This is an optimization exercise on Yosys and OpenROAD, whose aim is small area, a short achievable clock period and few clock cycles per item, not a production implementation. RTL that was checked went through simulation tests only; none was proved equivalent to the original. The RTL of runs 6 and 7 was laid out without a check of its function. No activity file was given, so power comes from the tool's default toggle rates.

File: design/flow/design.v
`timescale 1ns / 1ps
module prng (
	input clk,     
	input rst,   
	input [31:0] seed,
	input start,
	input cont,
	output reg done,
	output [31:0] rand_num
);
localparam B  = 4;                 
localparam NB = (31 + B - 1) / B;  
reg [30:0] acc;    
reg  [2:0] cnt;    
reg  [3:0] nen;    
wire busy = !nen[0];
assign rand_num = {1'b0, acc};
wire [30:0] nen_bits = {{7{nen[3]}}, {8{nen[2]}}, {8{nen[1]}}, {8{nen[0]}}};
wire [30:0] b = ~({acc[2:0], acc[30:3]} | nen_bits);
wire [30:0] g = acc & b;    
wire [30:0] p = acc ^ b;    
localparam LB = (B > 8) ? 4 : (B > 4) ? 3 : (B > 2) ? 2 : (B > 1) ? 1 : 0;   
wire [30:0] lg [0:LB];
wire [30:0] lp [0:LB];
wire [30:0] gl = lg[LB];
wire [30:0] pl = lp[LB];
assign lg[0] = g;
assign lp[0] = p;
wire [NB-1:0] bg, bp;
wire [30:0] c;
genvar i, j, k;
generate
	for (k = 0; k < LB; k = k + 1) begin : local_level
		for (i = 0; i < 31; i = i + 1) begin : local_bit
			localparam LO = i - i % B;
			localparam OFF = i % B;
			localparam J = LO + (OFF & ~((2 << k) - 1)) + (1 << k) - 1;
			if ((OFF >> k) & 1) begin : merge
				assign lg[k+1][i] = lg[k][i] | lp[k][i] & lg[k][J];
				assign lp[k+1][i] = lp[k][i] & lp[k][J];
			end else begin : pass
				assign lg[k+1][i] = lg[k][i];
				assign lp[k+1][i] = lp[k][i];
			end
		end
	end
	for (j = 0; j < NB; j = j + 1) begin : block_gp
		localparam TOP = (j * B + B - 1 > 30) ? 30 : j * B + B - 1;
		assign bg[j] = gl[TOP];
		assign bp[j] = pl[TOP];
	end
endgenerate
localparam L = (NB > 16) ? 5 : (NB > 8) ? 4 : (NB > 4) ? 3 : (NB > 2) ? 2 : 1;   
wire [NB-1:0] cg [0:L];
wire [NB-1:0] cp [0:L];
assign cg[0] = bg;
assign cp[0] = bp;
generate
	for (k = 0; k < L; k = k + 1) begin : ring_level
		for (j = 0; j < NB; j = j + 1) begin : ring_block
			localparam J2 = (j + NB - (1 << k) % NB) % NB;
			assign cg[k+1][j] = cg[k][j] | cp[k][j] & cg[k][J2];
			assign cp[k+1][j] = cp[k][j] & cp[k][J2];
		end
	end
	for (i = 0; i < 31; i = i + 1) begin : carry
		localparam BI = i / B;
		localparam BPREV = (BI + NB - 1) % NB;
		if (i % B == 0) begin : first
			assign c[i] = cg[L][BPREV];
		end else begin : next
			assign c[i] = gl[i-1] | pl[i-1] & cg[L][BPREV];
		end
	end
endgenerate
wire [30:0] x = (busy || done) ? p : {seed[15:0], seed[30:16]};
always @(posedge clk)
	acc <= x ^ c;
always @(posedge clk) begin
	if (rst) begin
		nen  <= 4'hf;
		done <= 1'b0;
		cnt  <= 3'd0;
	end else if (busy) begin
		cnt <= cnt + 3'd1;
		if (cnt == 3'd4)        nen[0] <= 1'b1;
		if (cnt[2])             nen[1] <= 1'b1;
		if (cnt[2] && !cnt[1])  nen[2] <= 1'b1;
		if (cnt[2] && !cnt[0])  nen[3] <= 1'b1;
		if (cnt == 3'd4)        done  <= 1'b1;
	end else if (done) begin
		if (!start) done <= 1'b0;
	end else if (start) begin
		nen <= 4'd0;
		cnt <= 3'd0;
	end
end
endmodule
File: design/flow/config.mk
export PLATFORM = sky130hd
export DESIGN_NAME = prng
export DESIGN_NICKNAME = prng
export VERILOG_FILES = /design/flow/design.v
export SDC_FILE = /design/flow/constraint.sdc
export NUM_CORES = 8
export LEC_CHECK = 0
export CAP_MARGIN = 20
export CORE_MARGIN = 2
export CORE_UTILIZATION = 40
export SLEW_MARGIN = 70
File: design/flow/constraint.sdc
create_clock -name core_clock -period 9.0 [get_ports {clk}]
set_input_delay 1.8000 -clock core_clock [delete_from_list [all_inputs] [get_ports {clk}]]
set_output_delay 1.8000 -clock core_clock [all_outputs]
set_load 0.01 [all_outputs]
File: design/flow/flow/run.sh
#!/bin/bash
# The standard layout with two changes:
#  - the port buffers are plain buffers (sky130_fd_sc_hd__buf_1) instead of the
#    cell buffer_ports picks by itself;
#  - in synthesis, ABC's technology mapping (&nf) may relax delay for area
#    (-R 20). Everything else in the synthesis, registers included, is as in
#    the standard flow.
set -euo pipefail
export BUFFER_PORTS_ARGS="-buffer_cell sky130_fd_sc_hd__buf_1"
cp -r "$FLOW_HOME/scripts" scripts
sed -i 's/^&nf$/\&nf -R 20/' scripts/abc_speed.script
sed -i "/^upsize -c$/d" scripts/abc_speed.script
export SCRIPTS_DIR="$PWD/scripts"
bash standard.sh > standard.log 2>&1
File: design/flow/standard.sh
#!/bin/bash
# synth_recipe.tcl (not shown) runs the flow's synth.tcl, then flattens the netlist and writes it again
# the make line also repeats each setting of config.mk as NAME=value (left out here)
make -C /OpenROAD-flow-scripts/flow DESIGN_CONFIG=/design/flow/config.mk WORK_HOME=/design/flow/orfs CLKGATE_MAP_FILE= SYNTH_SCRIPT=/design/flow/synth_recipe.tcl "${@:-finish}"
==> results of run 1 <==
[worst min-delay path, delay by kind of cell (launching register included)]
family	cells	cell delay, ns
AO/OA/AOI/OAI	1	0.06
flip-flops	1	0.34
AND/OR/NAND/NOR	1	0.07
[final cells by class]
class | instances | area, um^2 | share of cell area
timing repair buffer | 68 | 269 | 0.0836
clock buffer | 5 | 68.8 | 0.0214
inverter | 9 | 33.8 | 0.0105
tap | 80 | 100 | 0.0311
clock inverter | 3 | 25.0 | 0.00777
sequential | 39 | 782 | 0.243
multi-input combinational | 279 | 1940 | 0.603
[cell families (layout without fill, tap and decap cells)]
kind of cell               after synthesis  in the layout  share of synthesized area
muxes                                   28             28                      0.101
buffers and inverters                   18             85                     0.0266
other                                    1              1                    0.00135
and+or+nand+nor                        102            102                      0.169
xor gates and xnor gates                31             31                     0.0978
adders and majority gates               33             33                      0.149
AOI/OAI and AO/OA                       84             84                      0.175
DFF                                     39             39                      0.281
[registers in the layout (all words and copies together) (netlist names)]
register / count
acc: 31
cnt: 3
done: 1
nen: 4
[worst paths after layout]
check | from | to | slack, ns | cells past startpoint
worst min register to register | cnt[1] | cnt[1] | 0.50 | 2
worst max register to register | nen[1] | acc[23] | 6.03 | 11
worst max-delay path | nen[1] | acc[23] | 6.03 | 11
worst min-delay path | cnt[1] | cnt[1] | 0.50 | 2
[power groups by stage]
stage | Sequential, mW | Combinational [mW] | Clock [mW]
after floorplan | 0.346 | 0.399 | 0
after global placement | 0.334 | 0.566 | 0
after detailed placement | 0.334 | 0.581 | 0
after CTS | 0.330 | 0.584 | 0.129
after global routing | 0.340 | 0.671 | 0.138
final | 0.328 | 0.589 | 0.126
[cell usage in the layout, fill, tap and decap left out, types with 2 or more instances in the layout]
cell      count
nor3_1        4
xor2_1       14
nand4_1       2
o21ai_0      14
and4_1        5
and2_1        2
a21oi_1      41
nand2b_1      6
and3_1        4
a21o_1        4
nand2_1      22
clkbuf_8      5
inv_1         9
or3_1         2
o21ai_1       7
a221o_1       2
o21bai_1      2
nand3_1       5
o21a_1        2
clkinv_4      2
ha_1         33
buf_1        65
mux2i_1      28
xnor2_1      17
nor2_1       45
a31oi_1       3
buf_4         2
dfxtp_1      38
[routing by layer]
| layer | routed length, um | vias up | GRT usage |
|---|---|---|---|
| met1 | 3290 | 1167 | 0.243 |
| met4 | 66 | 0 | 0.0420 |
| met2 | 3050 | 51 | 0.287 |
| met3 | 255 | 7 | 0.0341 |
| met5 | 0 | - | 0 |
| li1 | - | 1338 | - |
[through the flow]
stage          power [mW]  area [um^2]  setup WS (ns)
2_1_floorplan       0.745         2780           6.45
3_3_place_gp        0.899         3100           5.94
3_5_place_dp        0.914         3100           6.22
4_1_cts              1.04         3200           6.18
5_1_grt              1.15         3220           5.83
6_report             1.04         3220           6.03
==> qor.yml, run 1 <==
synthesis:
  yosysSeqAreaShare: 0.281
  ys_warn_count: 1
  syn_area_per_cell_um2: 8.26
  synth_area_leader_cell: "dfxtp_1"
  ys_types: 39
  async_flop_share: 0
  syn_nets: 405
  synth_area_leaders: "dfxtp_1, ha_1, mux2i_1, a21oi_1, nor2_1"
  synth_area_um2: 2780
  yosysTopAreaCellShare: 0.281
  synth_edf_count: 0
  ys_seq_elements: 39
  yosysMostFrequentCell: "nor2_1"
  synth.top_cells.by_count: "nor2_1, a21oi_1, dfxtp_1, ha_1, mux2i_1"
  synth_ff_type: "dfxtp_1"
  syn_inst: 336
setup_path:
  cp_slowest_stage_delay_ns: 0.54
  path_cells: "nor2_1 -> ha_1 -> a21oi_1 -> o21ai_1 -> o2bb2ai_1 -> o31a_1 -> a221oi_1 -> clkdlybuf4s25_1 -> o21bai_1 -> a21oi_1 -> xor2_1"
  worstSetupPathType: "flop to flop"
  path_buf_inv: 1
  endpoint_kind: "flop"
  start_kind: "flop"
  cpMaxStageDelayCell: "dfxtp_1"
  worstPathArrival_ns: 3.21
  cp.required_ns: 9.23
  crit_path_max_fanout: 9
  cp_top_family: "compound AO/OA/AOI/OAI gates"
  cpMostUsedCell: "a21oi_1"
floorplanning:
  start_util: 0.411
  rows: 30
  io_pins: 69
  die_w_um: 87.3
  core_area_um2: 6760
  die_h_um: 87.3
  die_area_um2: 7620
clock_tree:
  clock-sinks: 39
  cts_tree: "done"
  clkLatencyLatePin_ns: 0.30
  clock-root-buffer: "clkbuf_8"
  cts.htree.levels: 2
  post_cts_buffers: 0
  cts_buffers: 5
  cts.clk_slew.worst_paths_ns: 0.09
  cts_resized: 0
  hold_buffers: 0
  cts.path.max_buffers: 2
placement:
  dp.final_hpwl_mm: 5.28
  routabilityCongestion: 0.873
  io_buffers: 65
  place_inst: 474
power_and_ir_drop:
  switchingPower_uw: 487
  clock_power_share: 0.121
  cell_internal_pwr_uw: 555
  p_leak_nw: 1.40
  p_sw_frac: 0.468
  p_per_area_nw_per_um2: 324
  p_comb_frac: 0.565
  seqPwrFrac: 0.315
  vdd_drop_max_mv: 0.153
sta:
  finalHoldViolCount: 0
  whs_ns: 0.496
  fmax_ghz: 0.336
  setup-violations-final: 0
  rsz0062_at_grt: "false"
  skew_ns: 0.00937
  period_needed_ns: 2.97
  min_period_over_period: 0.331
  slew_violations: 0
  final.setup.tns_ns: 0
flow_run:
  drv_cap: 0
layout:
  fin_nets: 471
  diodes: 0
  fin_util: 0.476
  final_cells: 483
  syn_to_final_growth_pct: 16.0
  fillCellCount: 711
  drive_above_1_share: 0.0397
global_route:
  grt_overflow: 0
  grt_pass1_vias: 2405
  antenna_found_initial: 0
  grt_usage: 0.177
  grt_max_degree: 21
  grt_pass1_wl_mm: 10.9
worst_hold_path:
  hp-class: "flop to flop"
run_status:
  status: "no timing/DRC/antenna violations"
route:
  vias_per_cell: 5.31
  ant_nets: 0
  wl_mm: 6.66
  drt_iter0_markers: 72
  route.detailed.drc: 0
  wire_per_inst_um: 13.8
  drt_pass1_iterations: 4
  vias: 2563
Testbench counts, summed over its fixed seeds: cycles 18,432, items 2,048.
==> run 2: changes to the inputs <==
--- a/design/flow/flow/run.sh
+++ b/design/flow/flow/run.sh
@@ -11,3 +11,3 @@
 sed -i 's/^&nf$/\&nf -R 20/' scripts/abc_speed.script
-sed -i "/^upsize -c$/d" scripts/abc_speed.script
+export SETUP_SLACK_MARGIN=6.45
 export SCRIPTS_DIR="$PWD/scripts"
==> run 2 against run 1 <==
Against the previous run:
- still clean on timing, DRC and antenna
- critical path type is now flop to output port
- non-clock buffer count up 39
- clock skew up 0.0022 ns
- largest power group unchanged
- critical endpoint is now rand_num[30]
- via count up 7.6%
==> qor.yml, run 2 <==
run_status:
  status: "no timing/DRC/antenna violations"
layout:
  drive_above_1_share: 0.362
  diodes: 0
  largest_registers: "acc: 31 flops, nen: 4 flops, cnt: 3 flops"
  largest_register_ffs: 31
  fin_util: 0.583
  final_cell_mix: "nor2_1, buf_4, ha_1, buf_1"
  top_register: "acc"
  final_common_cell: "nor2_1"
  syn_to_final_growth_pct: 40.1
  fin_nets: 510
  fin_area_um2: 3980
sta:
  min_period_over_period: 0.285
  final.setup.tns_ns: 0
  fmax_ghz: 0.390
  setup-violations-final: 0
  rsz0062_at_grt: "true"
  finalHoldViolCount: 0
  period_needed_ns: 2.56
  whs_ns: 0.504
  slew_violations: 0
  skew_ns: 0.0115
setup_path:
  path_cells: "buf_6"
  worstPathArrival_ns: 0.76
  reg2reg_slack_ns: 6.57
  endpoint_kind: "output port"
  cp.required_ns: 7.20
  cpMaxStageDelayCell: "dfxtp_2"
  worstSetupPathType: "flop to output port"
  cp_slowest_stage_delay_ns: 0.36
  reg2reg_to: "acc[3]"
  reg2reg_from: "acc[4]"
  cp_top_family: "flip-flops"
  start_kind: "flop"
  r2r_cells: 11
  crit_path_max_fanout: 2
  path_buf_inv: 1
route:
  ant_nets: 0
  route.detailed.drc: 0
  wire_per_inst_um: 13.9
  vias: 2758
  drt_pass1_iterations: 4
  drt_iter0_markers: 62
  vias_per_cell: 5.13
  wl_mm: 7.48
clock_tree:
  cts.path.max_buffers: 2
  clkLatencyLatePin_ns: 0.30
  cts.clk_slew.worst_paths_ns: 0.09
  clock-root-buffer: "clkbuf_8"
  cts_tree: "done"
  clock-sinks: 39
  cts_buffers: 5
  cts.htree.levels: 2
synthesis:
  synth_ff_type: "dfxtp_1"
  async_flop_share: 0
  ys_seq_elements: 39
  syn_nets: 405
  synth_area_leaders: "dfxtp_1, ha_1, mux2i_1, a21oi_1, nor2_1"
  synth_area_um2: 2840
  yosysTopAreaCellShare: 0.275
  synth.top_cells.by_count: "nor2_1, dfxtp_1, a21oi_1, ha_1, mux2i_1"
  syn_inst: 336
  ys_types: 47
  synth_area_leader_cell: "dfxtp_1"
  yosysSeqAreaShare: 0.275
  yosysMostFrequentCell: "nor2_1"
  ys_warn_count: 1
  syn_area_per_cell_um2: 8.46
  synth_edf_count: 0
floorplanning:
  die_h_um: 88.3
  io_pins: 69
  core_area_um2: 6830
  rows: 30
  die_w_um: 88.3
  die_area_um2: 7790
  start_util: 0.416
global_route:
  busiest_layer: "met2"
  grt_usage: 0.187
  grt_max_degree: 21
  grt_util_met1: 0.246
  grt_overflow: 0
  grt_pass1_wl_mm: 11.5
  met2_usage: 0.309
  antenna_found_initial: 0
  grt_pass1_vias: 2523
  met3_usage: 0.0429
worst_hold_path:
  min_path_cells: 2
  worstHoldStart: "cnt[1]"
  hp-class: "flop to flop"
  holdPathEnd: "cnt[1]"
placement:
  dpl_cell_area_um2: 3180
  dp.final_hpwl_mm: 5.42
  io_buffers: 65
  routabilityCongestion: 0.820
flow_run:
  drv_cap: 0
power_and_ir_drop:
  p_leak_nw: 1.80
  p_per_area_nw_per_um2: 346
  vdd_drop_max_mv: 0.158
run 2: cell types whose count changed after synthesis, sizes merged:
cell and change:
buf +2, clkbuf -2
run 2: how the worst max path moves through the flow:
stage / cells after the start / slack (ns) / startpoint / to
after floorplan: 11 / 6.53 / nen[0] / acc[23]
after global placement: 10 / 6.10 / nen[0] / acc[19]
after global routing: 1 / 6.40 / acc[6] / rand_num[6]
after detailed placement: 10 / 6.22 / nen[0] / acc[19]
final: 1 / 6.44 / acc[30] / rand_num[30]
after CTS: 10 / 6.41 / nen[0] / acc[19]
run 2: cell families (layout without fill, tap and decap cells):
kind of cell | Yosys count | in the layout | share of synthesized area
flip-flops | 39 | 39 | 0.275
adder cells (fa/ha/maj) | 33 | 33 | 0.145
buffers and inverters | 18 | 124 | 0.0291
AND/OR/NAND/NOR | 102 | 102 | 0.172
AO/OA/AOI/OAI | 84 | 84 | 0.184
other | 1 | 1 | 0.00132
multiplexers | 28 | 28 | 0.0986
XOR/XNOR | 31 | 31 | 0.0956
run 2: metrics by stage:
step / power [mW] / instances / setup WS [ns]
floorplan: 0.775 / 336 / 6.53
global placement: 0.927 / 489 / 6.10
detailed placement: 0.940 / 490 / 6.22
CTS: 1.28 / 530 / 6.41
global route: 1.48 / 538 / 6.40
finish: 1.38 / 538 / 6.44
run 2: metal layers:
metal	routed length [um]	part of all wire	up-vias
met2	3610	0.48	60
met1	3420	0.46	1274
met3	356	0.048	10
li1	-	-	1414
met4	98	0.013	0
met5	0	0	-
run 2: timing repair:
| action | in CTS | in global routing |
|---|---|---|
| pin swaps | 1 | 6 |
| endpoints found under the setup margin | 38 | 42 |
| hold buffers | 0 | 0 |
| resized for setup | 93 | 36 |
| buffers inserted | 32 | 8 |
run 2: report_power, final:
part	internal, mW	switching [mW]	total, mW
sequential	0.270	0.0619	0.331
clock	0.0626	0.0686	0.131
combinational	0.472	0.443	0.915
run 2: area by class of cell:
| type | instances | area, um^2 |
|---|---|---|
| Timing Repair Buffer | 107 | 800 |
| Clock buffer | 6 | 82.6 |
| Clock inverter | 2 | 16.3 |
| Sequential cell | 39 | 836 |
| Multi-Input combinational cell | 279 | 2090 |
| Tap cell | 96 | 120 |
| Inverter | 9 | 33.8 |
| Fill cell | 656 | 2850 |
run 2: worst register-to-register path, stage by stage, from the launching register on:
cell     delay [ns]
dfxtp_2        0.33
buf_4          0.13
nor2_1         0.12
ha_1           0.28
a21oi_1        0.14
o21ai_0        0.15
a21oi_2        0.22
o21ai_2        0.13
a221o_1        0.35
a21o_1         0.23
a21oi_2        0.15
xor2_1         0.14
==> run 3: changes to the inputs <==
--- a/design/flow/flow/run.sh
+++ b/design/flow/flow/run.sh
@@ -12,2 +12,3 @@
 export SETUP_SLACK_MARGIN=6.45
+export SETUP_MOVE_SEQUENCE=sizeup,swap
 export SCRIPTS_DIR="$PWD/scripts"
==> run 3 against run 2 <==
Against the previous run:
- still clean
- sequential power grew 9.7%
- sequential share of layout area grew 2.1 points
- non-clock buffer count shrank 40
- clock power is essentially flat
- critical path depth is the same
- wire length shrank 8.8%
- cell area shrank 7.8%
- critical path type unchanged
- highest routed layer unchanged
==> qor.yml, run 3 <==
run_status:
  status: "no timing/DRC/antenna violations"
global_route:
  grt_usage: 0.178
  grt_pass1_vias: 2407
  grt_max_degree: 21
  grt_pass1_wl_mm: 10.9
  grt_overflow: 0
  antenna_found_initial: 0
setup_path:
  reg2reg_slack_ns: 6.60
  reg2reg_from: "nen[0]"
  cp_slowest_stage_delay_ns: 0.37
  cp-startpoint: "acc[30]"
  reg2reg_to: "acc[30]"
  endpoint_kind: "output port"
  start_kind: "flop"
  endpoint: "rand_num[30]"
  cp.required_ns: 7.20
  worstSetupPathType: "flop to output port"
  cpMaxStageDelayCell: "dfxtp_4"
  r2r_cells: 9
  cp_top_family: "flip-flops"
  path_cells: "buf_6"
  worstPathArrival_ns: 0.78
  path_buf_inv: 1
  path_depth: 1
  crit_path_max_fanout: 3
sta:
  worst_slack_ns: 6.42
  final.setup.tns_ns: 0
  skew_ns: 0.00912
  fmax_ghz: 0.387
  whs_ns: 0.501
  period_needed_ns: 2.58
  rsz0062_at_grt: "true"
  slew_violations: 0
  min_period_over_period: 0.287
  finalHoldViolCount: 0
  setup-violations-final: 0
power_and_ir_drop:
  p_per_area_nw_per_um2: 336
  vdd_drop_max_mv: 0.157
  p_leak_nw: 1.60
  p_total_mw: 1.23
floorplanning:
  io_pins: 69
  die_h_um: 88.3
  rows: 30
  die_area_um2: 7790
  die_w_um: 88.3
  core_area_um2: 6830
  start_util: 0.416
layout:
  multi_input_area_um2: 2070
  register_area_um2: 848
  fin_nets: 470
  top_register: "acc"
  fin_area_um2: 3670
  fillCellCount: 675
  final_cells: 498
  diodes: 0
  largest_register_ffs: 31
  final_cell_mix: "nor2_1, ha_1, buf_1"
  drive_above_1_share: 0.284
  final_common_cell: "nor2_1"
  syn_to_final_growth_pct: 29.2
  fin_util: 0.537
  largest_registers: "acc: 31 flops, nen: 4 flops, cnt: 3 flops"
clock_tree:
  cts.path.max_buffers: 2
  post_cts_buffers: 0
  hold_buffers: 0
  clock-root-buffer: "clkbuf_8"
  cts.htree.levels: 2
  clock-sinks: 39
  cts_buffers: 5
  cts.clk_slew.worst_paths_ns: 0.09
  cts_tree: "done"
  clkLatencyLatePin_ns: 0.30
flow_run:
  drv_cap: 0
synthesis:
  yosysTopAreaCellShare: 0.275
  synth_ff_type: "dfxtp_1"
  yosysSeqAreaShare: 0.275
  synth_edf_count: 0
  synth_area_leader_cell: "dfxtp_1"
  ys_seq_elements: 39
  syn_area_per_cell_um2: 8.46
  async_flop_share: 0
  synth_area_leaders: "dfxtp_1, ha_1, mux2i_1, a21oi_1, nor2_1"
  syn_nets: 405
  synth_area_um2: 2840
  yosysMostFrequentCell: "nor2_1"
  ys_warn_count: 1
  synth.top_cells.by_count: "nor2_1, dfxtp_1, a21oi_1, ha_1, mux2i_1"
  ys_types: 47
  syn_inst: 336
route:
  ant_nets: 0
  vias: 2575
  route.detailed.drc: 0
  wl_mm: 6.82
  drt_pass1_iterations: 4
  wire_per_inst_um: 13.7
  vias_per_cell: 5.17
  drt_iter0_markers: 86
placement:
  io_buffers: 65
  place_inst: 490
  dp.final_hpwl_mm: 5.42
  place_ws_ns: 6.22
  routabilityCongestion: 0.820
  dpl_cell_area_um2: 3180
worst_hold_path:
  hp-class: "flop to flop"
run 3: worst register-to-register path, cell delays in order (launching register included):
cell	delay [ns]
dfxtp_4	0.41
nor2_1	0.18
ha_1	0.29
and4_1	0.24
a21oi_1	0.23
o21ai_1	0.14
a31o_2	0.28
a21o_1	0.21
a21oi_1	0.20
xor2_1	0.16
run 3: repair_timing:
action | in CTS | in global routing
cloned | 0 | 0
resized for setup | 103 | 25
endpoints found under the setup margin | 38 | 42
pin swaps | 1 | 4
run 3: how the worst min path moves through the flow:
stage | from | endpoint | slack, ns | depth (start not counted)
4_1_cts | cnt[1] | cnt[1] | 0.50 | 2
3_5_place_dp | cnt[1] | cnt[1] | 0.49 | 2
5_1_grt | cnt[1] | cnt[1] | 0.53 | 2
3_3_place_gp | cnt[1] | cnt[1] | 0.48 | 2
2_1_floorplan | cnt[1] | cnt[1] | 0.46 | 2
6_report | cnt[1] | cnt[1] | 0.50 | 2
run 3: logic make-up (layout without fill, tap and decap cells):
kind of cell             count (synthesis)  after routing  synth area share
XOR/XNOR                                31             31            0.0956
other                                    1              1           0.00132
AO/OA/AOI/OAI                           84             84             0.184
multiplexers                            28             28            0.0986
AND/OR/NAND/NOR                        102            102             0.172
buffers and inverters                   18             84            0.0291
adder cells (fa/ha/maj)                 33             33             0.145
flip-flops                              39             39             0.275
run 3: final cells by class:
class	count	share of cell area
tap	96	0.0327
sequential	39	0.231
clock buffer	6	0.0225
multi-input combinational	279	0.564
clock inverter	2	0.00443
timing repair buffer	67	0.136
inverter	9	0.00921
run 3: power breakdown:
| group | internal [mW] | switching, mW |
|---|---|---|
| Sequential | 0.275 | 0.0874 |
| Clock | 0.0626 | 0.0682 |
| Combinational | 0.364 | 0.376 |
run 3: layer usage:
layer | global-route usage | vias up | share of wire
met4 | 0.0468 | 0 | 0.011
met2 | 0.290 | 58 | 0.47
met5 | 0 | - | 0
met1 | 0.237 | 1175 | 0.47
li1 | - | 1333 | -
met3 | 0.0420 | 9 | 0.051
==> run 4: changes to the inputs <==
--- a/design/flow/flow/run.sh
+++ b/design/flow/flow/run.sh
@@ -11,3 +11,3 @@
 sed -i 's/^&nf$/\&nf -R 20/' scripts/abc_speed.script
-export SETUP_SLACK_MARGIN=6.45
+export SETUP_SLACK_MARGIN=6.3
 export SETUP_MOVE_SEQUENCE=sizeup,swap
==> run 4 against run 3 <==
Against the previous run:
- maximum frequency is 2.6% lower
- cell area shrank 9.7%
- worst hold slack gained 0.0036 ns
- setup slack got worse by 0.068 ns
- critical endpoint is now rand_num[22]
- highest routed layer unchanged
- critical path type unchanged
- largest cell class unchanged
- sequential power is 9.6% lower
==> qor.yml, run 4 <==
sta:
  fmax_ghz: 0.377
  slew_violations: 0
  skew_ns: 0.0121
  setup-violations-final: 0
  min_period_over_period: 0.294
  rsz0062_at_grt: "true"
  finalHoldViolCount: 0
  final.setup.tns_ns: 0
  period_needed_ns: 2.65
synthesis:
  synth_area_leader_cell: "dfxtp_1"
  ys_warn_count: 1
  synthMuxAreaShare: 0.0986
  yosysSeqAreaShare: 0.275
  synth.top_cells.by_count: "nor2_1, dfxtp_1, a21oi_1, ha_1, mux2i_1"
  async_flop_share: 0
  synth_ff_type: "dfxtp_1"
  synth-simple-area-share: 0.172
  syn_inst: 336
  synthAdderAreaFrac: 0.145
  ys_seq_elements: 39
  synth-compound-area-share: 0.184
  syn_area_per_cell_um2: 8.46
  ys_types: 47
  synth_xor_area_frac: 0.0956
  synth_area_um2: 2840
  yosysMostFrequentCell: "nor2_1"
  syn_nets: 405
  synth_top_family_by_area: "compound AO/OA/AOI/OAI gates"
  synth_edf_count: 0
  yosysTopAreaCellShare: 0.275
  synth_area_leaders: "dfxtp_1, ha_1, mux2i_1, a21oi_1, nor2_1"
clock_tree:
  clkLatencyLatePin_ns: 0.30
  cts_tree: "done"
  cts.path.max_buffers: 2
  cts.htree.levels: 2
  cts_buffers: 5
  clock-root-buffer: "clkbuf_8"
  cts.clk_slew.worst_paths_ns: 0.09
  clock-sinks: 39
floorplanning:
  rows: 30
  die_h_um: 88.3
  die_area_um2: 7790
  io_pins: 69
  core_area_um2: 6830
  start_util: 0.416
  die_w_um: 88.3
setup_path:
  cpMaxStageDelayCell: "dfxtp_1"
  crit_path_max_fanout: 3
  worstSetupPathType: "flop to output port"
  reg2reg_slack_ns: 6.45
  start_kind: "flop"
  cp_slowest_stage_delay_ns: 0.38
  reg2reg_from: "nen[0]"
  reg2reg_to: "acc[19]"
  cp_top_family: "flip-flops"
  path_buf_inv: 1
  endpoint_kind: "output port"
  r2r_cells: 10
  cp.required_ns: 7.20
  worstPathArrival_ns: 0.85
  path_cells: "buf_1"
layout:
  multi_input_area_um2: 2000
  fillCellCount: 713
  diodes: 0
  largest_register_ffs: 31
  fin_nets: 470
  register_area_um2: 793
  syn_to_final_growth_pct: 16.6
  top_register: "acc"
  final_cells: 498
  drive_above_1_share: 0.102
  fin_util: 0.485
  final_cell_mix: "buf_1, nor2_1, a21oi_1"
  final_common_cell: "buf_1"
  largest_registers: "acc: 31 flops, nen: 4 flops, cnt: 3 flops"
global_route:
  grt_usage: 0.174
  grt_pass1_vias: 2348
  grt_max_degree: 21
  grt_pass1_wl_mm: 10.7
  antenna_found_initial: 0
  grt_overflow: 0
power_and_ir_drop:
  vdd_drop_max_mv: 0.130
  p_per_area_nw_per_um2: 324
  p_leak_nw: 1.44
  p_total_mw: 1.07
route:
  ant_nets: 0
  vias_per_cell: 5.12
  drt_iter0_markers: 60
  route.detailed.drc: 0
  wl_mm: 6.73
  wire_per_inst_um: 13.5
  vias: 2551
  drt_pass1_iterations: 4
placement:
  io_buffers: 65
  place_inst: 490
  routabilityCongestion: 0.820
  dp.final_hpwl_mm: 5.42
worst_hold_path:
  hp-class: "flop to flop"
  worstHoldStart: "cnt[1]"
  min_path_cells: 2
  holdPathEnd: "cnt[1]"
flow_run:
  drv_cap: 0
run_status:
  status: "no timing/DRC/antenna violations"
## run 4: cell count changes in the layout (fill, tap and decap cells not counted), moves of 2 or more
cell | before | now
a21oi_2 | 13 | 6
clkbuf_2 | 0 | 3
a21oi_1 | 28 | 35
buf_1 | 33 | 62
dfxtp_1 | 3 | 33
o21ai_0 | 9 | 11
dfxtp_4 | 9 | 2
o21ai_2 | 6 | 4
dfxtp_2 | 27 | 4
buf_6 | 32 | 0
## run 4: kinds of logic after synthesis
group,count (synthesis)
adders and majority gates,33
buffers and inverters,18
other,1
DFF,39
xor gates and xnor gates,31
and+or+nand+nor,102
muxes,28
AOI/OAI and AO/OA,84
## run 4: power by group
group / internal (mW) / switching [mW] / leakage [nW]
Combinational: 0.257 / 0.357 / 1.06
Clock: 0.0626 / 0.0687 / 0.0474
Sequential: 0.255 / 0.0731 / 0.328
Total: 0.574 / 0.499 / 1.44
## run 4: per-stage QoR
step	hold slack (ns)	instance area, um^2	setup slack [ns]
after detailed placement	0.489	3180	6.22
after global routing	0.533	3310	6.27
after global placement	0.483	3170	6.10
final	0.505	3310	6.35
after floorplan	0.458	2840	6.53
after CTS	0.503	3280	6.32
## run 4: worst max path at each step
stage | from | end | slack, ns | depth (start not counted)
floorplan | nen[0] | acc[23] | 6.53 | 11
global placement | nen[0] | acc[19] | 6.10 | 10
detailed placement | nen[0] | acc[19] | 6.22 | 10
CTS | nen[0] | acc[19] | 6.32 | 10
global route | nen[3] | acc[19] | 6.27 | 9
finish | acc[22] | rand_num[22] | 6.35 | 1
## run 4: layout make-up
cell class	count	share of cell area
Clock buffer	6	0.0249
Clock inverter	2	0.00491
Inverter	9	0.0102
Multi-Input combinational cell	279	0.605
Sequential cell	39	0.239
Tap cell	96	0.0363
Timing Repair Buffer	67	0.0793
## run 4: routing by layer
metal / vias up / global-route usage / part of all wire
met5: - / 0 / 0
li1: 1329 / - / -
met3: 6 / 0.0401 / 0.048
met2: 53 / 0.284 / 0.46
met4: 0 / 0.0427 / 0.0080
met1: 1163 / 0.233 / 0.48
## run 4: what timing repair did
| item | CTS | global route |
|---|---|---|
| endpoints found under the setup margin | 2 | 14 |
| pin swaps | 0 | 1 |
| buffers inserted | 0 | 0 |
| resized for setup | 2 | 12 |
| hold buffers | 0 | 0 |
==> run 5: changes to the inputs <==
--- a/design/flow/flow/run.sh
+++ b/design/flow/flow/run.sh
@@ -12,3 +12,2 @@
 export SETUP_SLACK_MARGIN=6.3
-export SETUP_MOVE_SEQUENCE=sizeup,swap
 export SCRIPTS_DIR="$PWD/scripts"
==> run 5 against run 4 <==
Against the previous run:
- clock power hardly changed
- combinational power hardly changed
- flip-flop and latch count unchanged
- setup slack is the same
- die area is the same
- global-route usage unchanged
- cell count did not move
- synthesized cell count unchanged
- first-iteration DRC count did not move
- synthesized area is the same
- critical endpoint unchanged
==> qor.yml, run 5 <==
route:
  vias: 2551
  wl_mm: 6.73
  wire_per_inst_um: 13.5
  route.detailed.drc: 0
  drt_iter0_markers: 60
  vias_per_cell: 5.12
  drt_pass1_iterations: 4
  ant_nets: 0
setup_path:
  cp.required_ns: 7.20
  endpoint_kind: "output port"
  cpMaxStageDelayCell: "dfxtp_1"
  r2r_cells: 10
  path_cells: "buf_1"
  cp_top_family: "flip-flops"
  worstPathArrival_ns: 0.85
  path_depth: 1
  path_buf_inv: 1
  crit_path_max_fanout: 3
  cp_slowest_stage_delay_ns: 0.38
  worstSetupPathType: "flop to output port"
  reg2reg_slack_ns: 6.45
  start_kind: "flop"
  reg2reg_to: "acc[19]"
  cp-startpoint: "acc[22]"
  reg2reg_from: "nen[0]"
  endpoint: "rand_num[22]"
floorplanning:
  die_h_um: 88.3
  start_util: 0.416
  die_w_um: 88.3
  io_pins: 69
  core_area_um2: 6830
  die_area_um2: 7790
  rows: 30
power_and_ir_drop:
  seqPwrFrac: 0.305
  p_sw_frac: 0.465
  switchingPower_uw: 499
  vdd_drop_max_mv: 0.130
  clock_power_share: 0.122
  cell_internal_pwr_uw: 574
  p_per_area_nw_per_um2: 324
  p_comb_frac: 0.572
  p_leak_nw: 1.44
synthesis:
  synth_area_leaders: "dfxtp_1, ha_1, mux2i_1, a21oi_1, nor2_1"
  synth.top_cells.by_count: "nor2_1, dfxtp_1, a21oi_1, ha_1, mux2i_1"
  synth_area_leader_cell: "dfxtp_1"
  yosysTopAreaCellShare: 0.275
  synth_area_um2: 2840
  syn_nets: 405
  synth_ff_type: "dfxtp_1"
  async_flop_share: 0
  synth_edf_count: 0
  ys_warn_count: 1
  ys_seq_elements: 39
  yosysSeqAreaShare: 0.275
  ys_types: 47
  syn_inst: 336
  syn_area_per_cell_um2: 8.46
  yosysMostFrequentCell: "nor2_1"
clock_tree:
  cts_buffers: 5
  cts.htree.levels: 2
  cts.path.max_buffers: 2
  cts.clk_slew.worst_paths_ns: 0.09
  clock-root-buffer: "clkbuf_8"
  clock-sinks: 39
  cts_tree: "done"
  clkLatencyLatePin_ns: 0.30
sta:
  fmax_ghz: 0.377
  setup-violations-final: 0
  final.setup.tns_ns: 0
  min_period_over_period: 0.294
  skew_ns: 0.0121
  whs_ns: 0.505
  period_needed_ns: 2.65
  rsz0062_at_grt: "true"
  finalHoldViolCount: 0
  slew_violations: 0
global_route:
  grt_overflow: 0
  grt_pass1_wl_mm: 10.7
  grt_usage: 0.174
  grt_max_degree: 21
  grt_pass1_vias: 2348
  antenna_found_initial: 0
layout:
  final_common_cell: "buf_1"
  drive_above_1_share: 0.102
  final_cell_mix: "buf_1, nor2_1, a21oi_1"
  fin_nets: 470
  final_cells: 498
  largest_register_ffs: 31
  fillCellCount: 713
  syn_to_final_growth_pct: 16.6
  top_register: "acc"
  diodes: 0
  largest_registers: "acc: 31 flops, nen: 4 flops, cnt: 3 flops"
placement:
  place_inst: 490
  routabilityCongestion: 0.820
  io_buffers: 65
  dp.final_hpwl_mm: 5.42
flow_run:
  drv_cap: 0
worst_hold_path:
  hp-class: "flop to flop"
run_status:
  status: "no timing/DRC/antenna violations"
## run 5: cell counts after synthesis
Identical to the previous run, type by type.
## run 5: final cells by class
| type | instances | area (um^2) | area share |
|---|---|---|---|
| clock buffer | 6 | 82.6 | 0.0249 |
| clock inverter | 2 | 16.3 | 0.00491 |
| inverter | 9 | 33.8 | 0.0102 |
| multi-input combinational | 279 | 2000 | 0.605 |
| sequential | 39 | 793 | 0.239 |
| tap | 96 | 120 | 0.0363 |
| timing repair buffer | 67 | 263 | 0.0793 |
## run 5: metal layers
metal | part of all wire | up-vias | wire, um | GRT usage
li1 | - | 1329 | - | -
met1 | 0.48 | 1163 | 3260 | 0.233
met2 | 0.46 | 53 | 3100 | 0.284
met3 | 0.048 | 6 | 322 | 0.0401
met4 | 0.0080 | 0 | 54 | 0.0427
met5 | 0 | - | 0 | 0
## run 5: power groups by stage
stage	Sequential (mW)	Combinational [mW]	Clock [mW]
after floorplan	0.346	0.429	0
after global placement	0.333	0.594	0
after detailed placement	0.333	0.607	0
after CTS	0.329	0.611	0.134
after global routing	0.339	0.690	0.143
final	0.328	0.614	0.131
## run 5: worst min path at each step
stage,to,start,cells past startpoint
finish,cnt[1],cnt[1],2
global route,cnt[1],cnt[1],2
CTS,cnt[1],cnt[1],2
detailed placement,cnt[1],cnt[1],2
global placement,cnt[1],cnt[1],2
floorplan,cnt[1],cnt[1],2
## run 5: timing repair
| action | CTS | global route |
|---|---|---|
| hold buffers | 0 | 0 |
| setup endpoints to repair | 2 | 14 |
| buffers inserted | 0 | 0 |
| cloned | 0 | 0 |
| pin swaps | 0 | 1 |
| resized for setup | 2 | 12 |
## run 5: cells by family after synthesis
logic type,share of synthesized area
flip-flops,0.275
other,0.00132
AND/OR/NAND/NOR,0.172
buffers and inverters,0.0291
adder cells (fa/ha/maj),0.145
XOR/XNOR,0.0956
AO/OA/AOI/OAI,0.184
multiplexers,0.0986
## run 5: metrics by stage
step           instance area, um^2  utilization  worst slack (ns)  total power [mW]
2_1_floorplan                 2840            -              6.53             0.775
6_report                      3310        0.485              6.35              1.07
4_1_cts                       3280        0.481              6.32              1.07
5_1_grt                       3310        0.485              6.27              1.17
3_3_place_gp                  3170        0.464              6.10             0.927
3_5_place_dp                  3180        0.466              6.22             0.940
==> run 6: changes to the inputs <==
--- a/design/flow/design.v
+++ b/design/flow/design.v
@@ -14,6 +14,6 @@
 reg  [2:0] cnt;    
-reg  [3:0] nen;    
+reg  [1:0] nen;    
 wire busy = !nen[0];
 assign rand_num = {1'b0, acc};
-wire [30:0] nen_bits = {{7{nen[3]}}, {8{nen[2]}}, {8{nen[1]}}, {8{nen[0]}}};
+wire [30:0] nen_bits = {{15{nen[1]}}, {16{nen[0]}}};
 wire [30:0] b = ~({acc[2:0], acc[30:3]} | nen_bits);
@@ -80,3 +80,3 @@
 	if (rst) begin
-		nen  <= 4'hf;
+		nen  <= 2'b11;
 		done <= 1'b0;
@@ -87,4 +87,2 @@
 		if (cnt[2])             nen[1] <= 1'b1;
-		if (cnt[2] && !cnt[1])  nen[2] <= 1'b1;
-		if (cnt[2] && !cnt[0])  nen[3] <= 1'b1;
 		if (cnt == 3'd4)        done  <= 1'b1;
@@ -93,3 +91,3 @@
 	end else if (start) begin
-		nen <= 4'd0;
+		nen <= 2'b00;
 		cnt <= 3'd0;
--- a/design/flow/flow/run.sh
+++ b/design/flow/flow/run.sh
@@ -11,3 +11,2 @@
 sed -i 's/^&nf$/\&nf -R 20/' scripts/abc_speed.script
-export SETUP_SLACK_MARGIN=6.3
 export SCRIPTS_DIR="$PWD/scripts"
==> run 6 against run 5 <==
Against the previous run:
- maximum frequency decreased by 10%
- sequential power decreased by 2%
- non-clock buffer count unchanged
- total power increased by 7.2%
- synthesized area decreased by 3.5%
- sequential share of layout area decreased by 0.90 points
- worst hold slack improved by 0.013 ns
- core utilization decreased by 0.34 points
- clock power increased by 33%
- synthesized cell count decreased by 5.7%
- flip-flop and latch count decreased by 2
==> qor.yml, run 6 <==
setup_path:
  cpMaxStageDelayCell: "dfxtp_2"
  cp_slowest_stage_delay_ns: 0.54
  worstPathArrival_ns: 3.11
  path_cells: "nor2_1 -> ha_1 -> nand4_1 -> inv_1 -> a21oi_1 -> o31ai_1 -> a41o_1 -> a21o_1 -> a2111oi_1 -> a311oi_1"
  crit_path_max_fanout: 16
  endpoint_kind: "flop"
  worstSetupPathType: "flop to flop"
  start_kind: "flop"
  cp.required_ns: 9.16
synthesis:
  synth_edf_count: 0
  yosysTopAreaCellShare: 0.270
  syn_inst: 317
  synth_area_leader_cell: "dfxtp_1"
  synth.top_cells.by_count: "nor2_1, dfxtp_1, ha_1, a21oi_1, mux2i_1"
  yosysMostFrequentCell: "nor2_1"
  syn_nets: 386
  ys_seq_elements: 37
  async_flop_share: 0
  synth_area_um2: 2740
  yosysSeqAreaShare: 0.270
  ys_warn_count: 1
  ys_types: 48
  synth_area_leaders: "dfxtp_1, ha_1, mux2i_1, a21oi_1, nor2_1"
  syn_area_per_cell_um2: 8.65
  synth_ff_type: "dfxtp_1"
route:
  route.detailed.drc: 0
  drt_iter0_markers: 116
  vias_per_cell: 5.62
  wire_per_inst_um: 15.4
  vias: 2609
  drt_pass1_iterations: 4
  ant_nets: 0
  wl_mm: 7.15
placement:
  dpl_cell_area_um2: 3090
  place_inst: 455
  routabilityCongestion: 0.964
  dp.final_hpwl_mm: 5.64
  io_buffers: 65
  place_ws_ns: 6.12
floorplanning:
  start_util: 0.408
  io_pins: 69
  rows: 30
  die_area_um2: 7530
  die_w_um: 86.8
  die_h_um: 86.8
  core_area_um2: 6720
sta:
  setup-violations-final: 0
  skew_ns: 0.00723
  period_needed_ns: 2.95
  worst_slack_ns: 6.05
  finalHoldViolCount: 0
  fmax_ghz: 0.339
  whs_ns: 0.517
  slew_violations: 0
  rsz0062_at_grt: "false"
  final.setup.tns_ns: 0
  min_period_over_period: 0.328
clock_tree:
  cts.htree.levels: 2
  clock-sinks: 37
  post_cts_buffers: 0
  hold_buffers: 0
  cts.clk_slew.worst_paths_ns: 0.08
  cts.path.max_buffers: 2
  clock-root-buffer: "clkbuf_8"
  cts_tree: "done"
  cts_buffers: 5
  clkLatencyLatePin_ns: 0.29
  cts_resized: 0
global_route:
  grt_overflow: 0
  grt_pass1_vias: 2419
  antenna_found_initial: 0
  grt_usage: 0.194
  grt_pass1_wl_mm: 11.6
  grt_max_degree: 35
layout:
  final_cell_mix: "buf_1, nor2_1, dfxtp_1"
  fillCellCount: 693
  fin_util: 0.482
  largest_registers: "acc: 31 flops, cnt: 3 flops, nen: 2 flops"
  syn_to_final_growth_pct: 18.0
  largest_register_ffs: 31
  fin_area_um2: 3240
  top_register: "acc"
  drive_above_1_share: 0.0781
  fin_nets: 452
  final_common_cell: "buf_1"
  final_cells: 464
  diodes: 0
power_and_ir_drop:
  switchingPower_uw: 530
  seqPwrFrac: 0.279
  p_total_mw: 1.15
  p_sw_frac: 0.460
  p_per_area_nw_per_um2: 356
  clock_power_share: 0.151
  p_leak_nw: 1.43
  cell_internal_pwr_uw: 621
  p_comb_frac: 0.570
  vdd_drop_max_mv: 0.124
worst_hold_path:
  hp-class: "flop to flop"
flow_run:
  drv_cap: 0
run_status:
  status: "no timing/DRC/antenna violations"
## run 6: final timing paths
kind	end	slack (ns)	start	cells past startpoint
setup reg to reg	acc[7]	6.05	nen[1]	10
hold / removal	cnt[1]	0.52	cnt[1]	2
setup / recovery	acc[7]	6.05	nen[1]	10
hold reg to reg	cnt[1]	0.52	cnt[1]	2
## run 6: cells by family (layout without fill, tap and decap cells)
group           after synthesis  in the layout  share of synthesized area
compound gates               82             82                      0.201
xor+xnor                     29             29                     0.0927
fa+ha+maj                    33             33                      0.151
buf+inv                      15             82                     0.0228
flops                        37             37                      0.270
mux                          28             28                      0.103
other cells                   1              1                    0.00137
simple gates                 92             92                      0.158
## run 6: routing by layer
metal,part of all wire,global-route usage,routed length (um),vias to the layer above
met5,0,0,0,-
met4,0.011,0.0455,80,0
met3,0.055,0.0390,393,9
met2,0.46,0.316,3300,90
met1,0.47,0.264,3370,1209
li1,-,-,-,1301
## run 6: critical path: cells and delay by family, from the launching register on
kind	cells	cell delay (ns)
AOI/OAI and AO/OA	6	1.44
adders and majority gates	1	0.34
buffers and inverters	1	0.10
DFF	1	0.54
and+or+nand+nor	2	0.40
## run 6: power groups by stage
stage                     registers, mW  clock network [mW]  logic, mW
final                             0.321               0.174      0.656
after global placement            0.324                   0      0.628
after CTS                         0.323               0.178      0.648
after global routing              0.334               0.189      0.733
after detailed placement          0.326                   0      0.645
after floorplan                   0.336                   0      0.449
## run 6: cell type report
class	count	area, um^2	area share
multi-input cells	265	1970	0.609
flip-flops and latches	37	746	0.230
repair buffers	67	259	0.0800
well taps	80	100	0.0309
clock buffers	5	68.8	0.0213
clock inverters	3	65.1	0.0201
inverters	7	26.3	0.00812
==> run 7: changes to the inputs <==
--- a/design/flow/design.v
+++ b/design/flow/design.v
@@ -14,7 +14,6 @@
 reg  [2:0] cnt;    
-reg  [1:0] nen;    
-wire busy = !nen[0];
+reg        nbusy;  
+wire busy = !nbusy;
 assign rand_num = {1'b0, acc};
-wire [30:0] nen_bits = {{15{nen[1]}}, {16{nen[0]}}};
-wire [30:0] b = ~({acc[2:0], acc[30:3]} | nen_bits);
+wire [30:0] b = ~({acc[2:0], acc[30:3]} | {31{nbusy}});
 wire [30:0] g = acc & b;    
@@ -80,3 +79,3 @@
 	if (rst) begin
-		nen  <= 2'b11;
+		nbusy <= 1'b1;
 		done <= 1'b0;
@@ -85,5 +84,6 @@
 		cnt <= cnt + 3'd1;
-		if (cnt == 3'd4)        nen[0] <= 1'b1;
-		if (cnt[2])             nen[1] <= 1'b1;
-		if (cnt == 3'd4)        done  <= 1'b1;
+		if (cnt == 3'd4) begin
+			nbusy <= 1'b1;
+			done  <= 1'b1;
+		end
 	end else if (done) begin
@@ -91,3 +91,3 @@
 	end else if (start) begin
-		nen <= 2'b00;
+		nbusy <= 1'b0;
 		cnt <= 3'd0;
==> run 7 against run 6 <==
Against the previous run:
- non-clock buffer count grew 1
- sequential power shrank 3%
- still clean
- worst hold slack got worse by 0.019 ns
- critical path type unchanged
==> qor.yml, run 7 <==
clock_tree:
  clock-sinks: 36
  clkLatencyLatePin_ns: 0.29
  hold_buffers: 0
  cts.path.max_buffers: 2
  cts.htree.levels: 2
  post_cts_buffers: 0
  cts_buffers: 5
  cts_tree: "done"
  cts.clk_slew.worst_paths_ns: 0.08
  clock-root-buffer: "clkbuf_8"
  cts_resized: 0
route:
  route.detailed.drc: 0
  drt_iter0_markers: 109
  wl_mm: 6.54
  drt_pass1_iterations: 5
  ant_nets: 0
  wire_per_inst_um: 14.0
  vias: 2582
  vias_per_cell: 5.52
layout:
  fin_nets: 457
  final_common_cell: "buf_1"
  top_register: "acc"
  syn_to_final_growth_pct: 16.4
  largest_registers: "acc: 31 flops, cnt: 3 flops"
  final_cell_mix: "buf_1, nor2_1, a21oi_1"
  diodes: 0
  drive_above_1_share: 0.0541
  largest_register_ffs: 31
sta:
  min_period_over_period: 0.335
  slew_violations: 0
  skew_ns: 0.0105
  whs_ns: 0.498
  final.setup.tns_ns: 0
  setup-violations-final: 0
  period_needed_ns: 3.02
  rsz0062_at_grt: "false"
  fmax_ghz: 0.331
  finalHoldViolCount: 0
global_route:
  grt_pass1_vias: 2321
  grt_pass1_wl_mm: 10.8
  grt_overflow: 0
  grt_usage: 0.177
  grt_max_degree: 38
  antenna_found_initial: 0
placement:
  io_buffers: 65
  dp.final_hpwl_mm: 5.11
  routabilityCongestion: 0.870
synthesis:
  synth_area_leader_cell: "dfxtp_1"
  synth_area_leaders: "dfxtp_1, ha_1, mux2i_1, a21oi_1, nor2_1"
  yosysMostFrequentCell: "nor2_1"
  syn_area_per_cell_um2: 8.45
  ys_warn_count: 1
  yosysTopAreaCellShare: 0.266
  synth_area_um2: 2710
  syn_inst: 321
  async_flop_share: 0
  ys_types: 46
  synth_edf_count: 0
  syn_nets: 390
  synth_ff_type: "dfxtp_1"
  synth.top_cells.by_count: "nor2_1, a21oi_1, dfxtp_1, ha_1, mux2i_1"
  ys_seq_elements: 36
  yosysSeqAreaShare: 0.266
worst_hold_path:
  worstHoldStart: "cnt[1]"
  min_path_cells: 2
  hp-class: "flop to flop"
  holdPathEnd: "cnt[1]"
setup_path:
  reg2reg_from: "nbusy"
  reg2reg_to: "acc[7]"
  cp.required_ns: 9.17
  path_cells: "buf_4 -> nor2_1 -> ha_1 -> and4_4 -> and2_4 -> a221oi_2 -> o21bai_1 -> a41o_1 -> a21o_1 -> a2111oi_0 -> a311oi_1"
  reg2reg_slack_ns: 5.98
  cp_slowest_stage_delay_ns: 0.39
  start_kind: "flop"
  worstSetupPathType: "flop to flop"
  cpMaxStageDelayCell: "a2111oi_0"
  worstPathArrival_ns: 3.18
  crit_path_max_fanout: 37
  r2r_cells: 11
  endpoint_kind: "flop"
power_and_ir_drop:
  p_per_area_nw_per_um2: 350
  vdd_drop_max_mv: 0.161
  p_leak_nw: 1.40
floorplanning:
  die_area_um2: 7460
  io_pins: 69
  rows: 30
  die_w_um: 86.4
  start_util: 0.406
  die_h_um: 86.4
  core_area_um2: 6680
flow_run:
  drv_cap: 0
run_status:
  status: "no timing/DRC/antenna violations"
## run 7: kinds of logic (layout without fill, tap and decap cells)
group           after synthesis  count (layout)  share of synthesized area
flops                        36              36                      0.266
mux                          29              29                      0.108
simple gates                 99              99                      0.174
compound gates               79              79                      0.180
fa+ha+maj                    33              33                      0.152
xor+xnor                     30              30                     0.0969
other cells                   1               1                    0.00138
buf+inv                      14              81                     0.0217
## run 7: critical path: cells and delay by family, from the launching register on
kind | cells | cell delay [ns]
AO/OA/AOI/OAI | 6 | 1.39
buffers and inverters | 1 | 0.35
flip-flops | 1 | 0.31
AND/OR/NAND/NOR | 3 | 0.51
adder cells (fa/ha/maj) | 1 | 0.34
## run 7: power by group
part | switching (mW) | total, mW | internal, mW
registers | 0.0695 | 0.310 | 0.241
clock network | 0.0573 | 0.126 | 0.0682
logic | 0.388 | 0.670 | 0.282
total | 0.515 | 1.11 | 0.591
## run 7: cell type report
class                      count  area [um^2]
fill                         721         3520
multi-input combinational    271         1950
sequential                    36          721
timing repair buffer          68          267
tap                           80          100
clock buffer                   7         96.3
inverter                       6         22.5
## run 7: how the worst max path moves through the flow
stage	to	from	slack [ns]
final	acc[7]	nbusy	5.98
after global routing	acc[7]	nbusy	5.79
after CTS	acc[7]	nbusy	6.01
after detailed placement	acc[7]	nbusy	6.01
after global placement	acc[7]	nbusy	6.06
after floorplan	acc[7]	nbusy	6.07
## run 7: layer usage
metal | track usage | share of wire | vias to the layer above
met1 | 0.257 | 0.50 | 1209
met3 | 0.0286 | 0.043 | 7
met4 | 0.0412 | 0.0087 | 0
li1 | - | - | 1303
met2 | 0.276 | 0.45 | 63
met5 | 0 | 0 | -
## run 7: metrics by stage
stage               cell area (um^2)   util  setup WS [ns]  total power, mW  instances
floorplan                       2710      -           6.07            0.800        321
global placement                3040  0.455           6.06            0.963        460
detailed placement              3050  0.456           6.01            0.978        460
finish                          3160  0.473           5.98             1.11        468
global route                    3160  0.473           5.79             1.21        468
CTS                             3140  0.470           6.01             1.11        467
==> run 8: changes to the inputs <==
--- a/design/flow/design.v
+++ b/design/flow/design.v
@@ -14,6 +14,7 @@
 reg  [2:0] cnt;    
-reg        nbusy;  
-wire busy = !nbusy;
+reg  [3:0] nen;    
+wire busy = !nen[0];
 assign rand_num = {1'b0, acc};
-wire [30:0] b = ~({acc[2:0], acc[30:3]} | {31{nbusy}});
+wire [30:0] nen_bits = {{7{nen[3]}}, {8{nen[2]}}, {8{nen[1]}}, {8{nen[0]}}};
+wire [30:0] b = ~({acc[2:0], acc[30:3]} | nen_bits);
 wire [30:0] g = acc & b;    
@@ -79,3 +80,3 @@
 	if (rst) begin
-		nbusy <= 1'b1;
+		nen  <= 4'hf;
 		done <= 1'b0;
@@ -84,6 +85,7 @@
 		cnt <= cnt + 3'd1;
-		if (cnt == 3'd4) begin
-			nbusy <= 1'b1;
-			done  <= 1'b1;
-		end
+		if (cnt == 3'd4)        nen[0] <= 1'b1;
+		if (cnt[2])             nen[1] <= 1'b1;
+		if (cnt[2] && !cnt[1])  nen[2] <= 1'b1;
+		if (cnt[2] && !cnt[0])  nen[3] <= 1'b1;
+		if (cnt == 3'd4)        done  <= 1'b1;
 	end else if (done) begin
@@ -91,3 +93,3 @@
 	end else if (start) begin
-		nbusy <= 1'b0;
+		nen <= 4'd0;
 		cnt <= 3'd0;
--- a/design/flow/flow/run.sh
+++ b/design/flow/flow/run.sh
@@ -5,3 +5,3 @@
 #  - in synthesis, ABC's technology mapping (&nf) may relax delay for area
-#    (-R 20). Everything else in the synthesis, registers included, is as in
+#    (-R 20 -p). Everything else in the synthesis, registers included, is as in
 #    the standard flow.
@@ -10,3 +10,3 @@
 cp -r "$FLOW_HOME/scripts" scripts
-sed -i 's/^&nf$/\&nf -R 20/' scripts/abc_speed.script
+sed -i 's/^&nf$/\&nf -R 20 -p/' scripts/abc_speed.script
 export SCRIPTS_DIR="$PWD/scripts"
==> run 8 against run 7 <==
Against the previous run:
- still clean on timing, DRC and antenna
- via count fell by 1.4%
- synthesized cell count rose by 4.7%
- flip-flop and latch count rose by 3
- register-to-register slack improved by 0.34 ns
- cell area rose by 4.2%
- critical path type unchanged
==> qor.yml, run 8 <==
run_status:
  status: "no timing/DRC/antenna violations"
power_and_ir_drop:
  vdd_drop_max_mv: 0.128
  p_comb_frac: 0.571
  p_per_area_nw_per_um2: 324
  switchingPower_uw: 494
  clock_power_share: 0.122
  p_sw_frac: 0.464
  p_leak_nw: 1.42
  seqPwrFrac: 0.307
  p_total_mw: 1.06
  cell_internal_pwr_uw: 570
floorplanning:
  die_area_um2: 7790
  die_w_um: 88.3
  io_pins: 69
  die_h_um: 88.3
  start_util: 0.416
  rows: 30
  core_area_um2: 6830
layout:
  fin_nets: 470
  largest_registers: "acc: 31 flops, nen: 4 flops, cnt: 3 flops"
  largest_register_ffs: 31
  syn_to_final_growth_pct: 15.8
  fillCellCount: 714
  drive_above_1_share: 0.0771
  final_common_cell: "buf_1"
  final_cell_mix: "buf_1, nor2_1, dfxtp_1"
  top_register: "acc"
  final_cells: 498
  diodes: 0
  register_area_um2: 782
  multi_input_area_um2: 2000
setup_path:
  worstSetupPathType: "flop to flop"
  endpoint_kind: "flop"
  worstPathArrival_ns: 2.86
  crit_path_max_fanout: 16
  cp.required_ns: 9.18
  start_kind: "flop"
synthesis:
  synthAdderAreaFrac: 0.145
  synth_ff_type: "dfxtp_1"
  ys_warn_count: 1
  syn_area_per_cell_um2: 8.46
  synth_edf_count: 0
  yosysSeqAreaShare: 0.275
  ys_seq_elements: 39
  synth-compound-area-share: 0.184
  synth_area_leaders: "dfxtp_1, ha_1, mux2i_1, a21oi_1, nor2_1"
  synth_area_leader_cell: "dfxtp_1"
  async_flop_share: 0
  yosysMostFrequentCell: "nor2_1"
  syn_nets: 405
  yosysTopAreaCellShare: 0.275
  synth.top_cells.by_count: "nor2_1, dfxtp_1, a21oi_1, ha_1, mux2i_1"
  syn_inst: 336
  ys_types: 47
  synth_area_um2: 2840
  synth_xor_area_frac: 0.0956
  synth_top_family_by_area: "compound AO/OA/AOI/OAI gates"
  synthMuxAreaShare: 0.0986
  synth-simple-area-share: 0.172
sta:
  whs_ns: 0.505
  setup-violations-final: 0
  slew_violations: 0
  period_needed_ns: 2.68
  final.setup.tns_ns: 0
  skew_ns: 0.0109
  fmax_ghz: 0.373
  finalHoldViolCount: 0
  min_period_over_period: 0.298
  rsz0062_at_grt: "false"
clock_tree:
  clock-root-buffer: "clkbuf_8"
  clkLatencyLatePin_ns: 0.29
  hold_buffers: 0
  cts_resized: 0
  cts.htree.levels: 2
  cts.path.max_buffers: 2
  post_cts_buffers: 0
  cts_tree: "done"
  cts_buffers: 5
  cts.clk_slew.worst_paths_ns: 0.08
  clock-sinks: 39
route:
  ant_nets: 0
  drt_iter0_markers: 58
  vias_per_cell: 5.11
  route.detailed.drc: 0
  drt_pass1_iterations: 5
  wire_per_inst_um: 13.5
  wl_mm: 6.73
  vias: 2547
global_route:
  antenna_found_initial: 0
  grt_pass1_vias: 2346
  grt_overflow: 0
  grt_max_degree: 21
  grt_pass1_wl_mm: 10.7
  grt_usage: 0.174
placement:
  io_buffers: 65
  place_inst: 490
  dp.final_hpwl_mm: 5.42
  routabilityCongestion: 0.820
flow_run:
  drv_cap: 0
worst_hold_path:
  hp-class: "flop to flop"
run 8: changes by cell type after synthesis, sizes merged, moves of 3 or more:
cell	change
o21ai	+8
nand2b	+3
a21oi	+3
nand4	-3
inv	+3
nand2	+7
dfxtp	+3
xnor2	-3
xor2	+4
a21o	-4
run 8: final timing paths:
path / startpoint / cells after the start / end / slack, ns
setup / recovery: nen[0] / 10 / acc[19] / 6.32
hold reg to reg: cnt[1] / 2 / cnt[1] / 0.50
setup reg to reg: nen[0] / 10 / acc[19] / 6.32
hold / removal: cnt[1] / 2 / cnt[1] / 0.50
run 8: power by group through the flow:
stage / clock, mW / sequential, mW / combinational [mW]
2_1_floorplan: 0 / 0.346 / 0.429
3_3_place_gp: 0 / 0.333 / 0.594
3_5_place_dp: 0 / 0.333 / 0.607
4_1_cts: 0.134 / 0.329 / 0.610
5_1_grt: 0.143 / 0.338 / 0.684
6_report: 0.130 / 0.327 / 0.608
run 8: critical path, cell delays in order (launching register included):
cell,delay (ns)
dfxtp_2,0.50
nor2_1,0.09
ha_1,0.31
nand2_1,0.11
nor2_2,0.26
a21oi_1,0.15
o21ai_1,0.34
a2111oi_0,0.13
nor3_1,0.37
a21oi_1,0.15
xor2_1,0.15
run 8: metrics by stage:
step,utilization,instance area [um^2],worst slack [ns]
after global placement,0.464,3170,6.10
after floorplan,-,2840,6.53
after CTS,0.480,3280,6.21
after detailed placement,0.466,3180,6.22
after global routing,0.482,3290,6.13
final,0.482,3290,6.32
run 8: logic make-up after synthesis:
family	count (synthesis)
AOI/OAI and AO/OA	84
xor gates and xnor gates	31
adders and majority gates	33
buffers and inverters	18
DFF	39
muxes	28
other	1
and+or+nand+nor	102
run 8: routing by layer:
layer  GRT usage  routed length (um)  share of wire
met1       0.233                3230           0.48
met2       0.284                3110           0.46
met3      0.0401                 335          0.050
met4      0.0427                  50         0.0074
met5           0                   0              0
run 8: cell type report:
cell class	instances	share of cell area
Clock buffer	6	0.0251
Inverter	9	0.0103
Sequential cell	39	0.238
Tap cell	96	0.0365
Timing Repair Buffer	67	0.0787
Multi-Input combinational cell	279	0.607
Clock inverter	2	0.00494
Testbench counts of run 8, summed over its fixed seeds: cycles 18,432, items 2,048.
==> run 9: changes to the inputs <==
==> design/flow/flow/run.sh (replaced) <==
#!/bin/bash
# The standard layout (standard.sh) with these changes:
#  - synthesis: ABC's technology mapping (&nf) may relax delay for area
#    (-R 20); everything else, registers included, is as in the standard flow;
#  - the port buffers are plain buffers (sky130_fd_sc_hd__buf_1) instead of
#    the cell buffer_ports picks by itself;
#  - timing repair aims for 6.2 ns of setup slack.
set -euo pipefail
cp -r "$FLOW_HOME/scripts" scripts
sed -i 's/^&nf$/\&nf -R 20/' scripts/abc_speed.script
export SCRIPTS_DIR="$PWD/scripts"
export BUFFER_PORTS_ARGS="-buffer_cell sky130_fd_sc_hd__buf_1"
export SETUP_SLACK_MARGIN=6.2
bash standard.sh > standard.log 2>&1
==> run 9 against run 8 <==
Against the previous run:
- maximum frequency about the same
- setup slack gained 0.0011 ns
- combinational power barely moved
- critical path depth shrank 9
- cell count is the same
- wire length grew 0.40%
- non-clock buffer count stayed put
- cell area increased by 0.11%
- synthesized cell count is the same
- critical path type is now flop to output port
- largest cell class unchanged
- largest power group unchanged
- highest routed layer unchanged
==> qor.yml, run 9 <==
sta:
  skew_ns: 0.0121
  fmax_ghz: 0.374
  min_period_over_period: 0.297
  whs_ns: 0.502
  finalHoldViolCount: 0
  setup-violations-final: 0
  slew_violations: 0
  final.setup.tns_ns: 0
  worst_slack_ns: 6.32
  period_needed_ns: 2.68
  rsz0062_at_grt: "true"
synthesis:
  synth.top_cells.by_count: "nor2_1, dfxtp_1, a21oi_1, ha_1, mux2i_1"
  synth-simple-area-share: 0.172
  synth_area_um2: 2840
  synth-compound-area-share: 0.184
  yosysTopAreaCellShare: 0.275
  synth_area_leader_cell: "dfxtp_1"
  synth_edf_count: 0
  synth_ff_type: "dfxtp_1"
  synthMuxAreaShare: 0.0986
  synth_area_leaders: "dfxtp_1, ha_1, mux2i_1, a21oi_1, nor2_1"
  synthAdderAreaFrac: 0.145
  ys_types: 47
  syn_nets: 405
  yosysMostFrequentCell: "nor2_1"
  syn_inst: 336
  syn_area_per_cell_um2: 8.46
  synth_top_family_by_area: "compound AO/OA/AOI/OAI gates"
  ys_warn_count: 1
  ys_seq_elements: 39
  yosysSeqAreaShare: 0.275
  synth_xor_area_frac: 0.0956
  async_flop_share: 0
worst_hold_path:
  worstHoldStart: "cnt[1]"
  hp-class: "flop to flop"
floorplanning:
  core_area_um2: 6830
  io_pins: 69
  die_w_um: 88.3
  start_util: 0.416
  rows: 30
  die_h_um: 88.3
  die_area_um2: 7790
route:
  wl_mm: 6.75
  drt_iter0_markers: 59
  vias: 2549
  ant_nets: 0
  route.detailed.drc: 0
  drt_pass1_iterations: 4
  wire_per_inst_um: 13.6
  vias_per_cell: 5.12
clock_tree:
  cts.htree.levels: 2
  hold_buffers: 0
  cts_resized: 0
  post_cts_buffers: 0
  cts.clk_slew.worst_paths_ns: 0.08
  cts_tree: "done"
  clock-root-buffer: "clkbuf_8"
  cts.path.max_buffers: 2
  clkLatencyLatePin_ns: 0.30
  cts_buffers: 5
  clock-sinks: 39
placement:
  place_ws_ns: 6.22
  dp.final_hpwl_mm: 5.42
  dpl_cell_area_um2: 3180
  place_inst: 490
  io_buffers: 65
  routabilityCongestion: 0.820
layout:
  syn_to_final_growth_pct: 15.9
  fin_nets: 470
  largest_register_ffs: 31
  final_common_cell: "buf_1"
  drive_above_1_share: 0.0821
  register_area_um2: 785
  fin_util: 0.482
  final_cells: 498
  final_cell_mix: "buf_1, nor2_1, a21oi_1, dfxtp_1, ha_1"
  diodes: 0
  multi_input_area_um2: 2000
  top_register: "acc"
  fin_area_um2: 3290
  fillCellCount: 712
  largest_registers: "acc: 31 flops, nen: 4 flops, cnt: 3 flops"
global_route:
  busiest_layer: "met2"
  grt_overflow: 0
  met3_usage: 0.0401
  grt_pass1_vias: 2346
  antenna_found_initial: 0
  met2_usage: 0.284
  grt_pass1_wl_mm: 10.7
  grt_usage: 0.174
  grt_util_met1: 0.233
  grt_max_degree: 21
setup_path:
  crit_path_max_fanout: 4
  cp_slowest_stage_delay_ns: 0.41
  reg2reg_from: "nen[0]"
  path_buf_inv: 1
  cp-startpoint: "done"
  worstSetupPathType: "flop to output port"
  endpoint_kind: "output port"
  worstPathArrival_ns: 0.88
  path_cells: "buf_1"
  cp.required_ns: 7.20
  cpMaxStageDelayCell: "dfxtp_1"
  cp_top_family: "flip-flops"
  start_kind: "flop"
power_and_ir_drop:
  p_leak_nw: 1.42
  p_per_area_nw_per_um2: 324
  vdd_drop_max_mv: 0.129
  p_total_mw: 1.07
flow_run:
  drv_cap: 0
run_status:
  status: "no timing/DRC/antenna violations"
run 9: cell count changes in the layout (fill, tap and decap cells not counted):
cell	before	now
a2111oi_1	0	1
dfxtp_1	38	36
dfxtp_2	1	3
a2111oi_0	1	0
run 9: layout make-up:
class                      instances  share of cell area
multi-input combinational        279               0.606
clock buffer                       6              0.0251
clock inverter                     2             0.00494
tap                               96              0.0365
inverter                           9              0.0103
timing repair buffer              67              0.0786
sequential                        39               0.238
run 9: cells by family (layout without fill, tap and decap cells):
| logic type | count (synthesis) | in the layout |
|---|---|---|
| adders and majority gates | 33 | 33 |
| and+or+nand+nor | 102 | 102 |
| muxes | 28 | 28 |
| buffers and inverters | 18 | 84 |
| AOI/OAI and AO/OA | 84 | 84 |
| DFF | 39 | 39 |
| other | 1 | 1 |
| xor gates and xnor gates | 31 | 31 |
run 9: routing by layer:
| metal | wire length (um) | part of all wire | vias up |
|---|---|---|---|
| met1 | 3250 | 0.48 | 1156 |
| li1 | - | - | 1328 |
| met5 | 0 | 0 | - |
| met2 | 3130 | 0.46 | 61 |
| met3 | 325 | 0.048 | 4 |
| met4 | 44 | 0.0065 | 0 |
run 9: path summary, 6_finish.rpt:
kind	cells after the start	endpoint	slack [ns]
worst max-delay path	1	done	6.32
worst min-delay path	2	cnt[1]	0.50
worst max register to register	10	acc[19]	6.38
worst min register to register	2	cnt[1]	0.50
run 9: power by group:
| part | total, mW | leakage, nW | switching (mW) | internal [mW] |
|---|---|---|---|---|
| combinational | 0.609 | 1.05 | 0.355 | 0.254 |
| clock | 0.131 | 0.0474 | 0.0683 | 0.0627 |
| sequential | 0.327 | 0.327 | 0.0731 | 0.254 |
| total | 1.07 | 1.42 | 0.496 | 0.571 |

afterwards: timing with drivers on the ports:
In the flow no input, the clock included, has a driving cell. The finished layouts below were timed again as built, in two steps.
Step 1: set_driving_cell puts a clkbuf_16 on clk and a buf_2 on each other input, an assumption about the parent block.
Step 2 also shifts input and output timing later by t, the mid clock arrival at the registers, as if the neighbouring blocks saw the same clock.
Three values: no drivers, after step 1, after step 2; two values: the first two.
run | t (ns) | slack for setup (ns)
run 1 | 0.327 | 6.025 / 6.025 / 6.025
run 2 | 0.328 | 6.437 / 6.406 / 6.406
run 3 | 0.326 | 6.418 / 6.388 / 6.413
run 4 | 0.327 | 6.350 / 6.319 / 6.413
run 5 | 0.327 | 6.350 / 6.319 / 6.413
run 6 | 0.319 | 6.052 / 6.052 / 6.052
run 7 | 0.310 | 5.983 / 5.983 / 5.983
run 8 | 0.319 | 6.322 / 6.297 / 6.322
run 9 | 0.323 | 6.323 / 6.293 / 6.380
After both steps setup and hold are still met in every run listed.
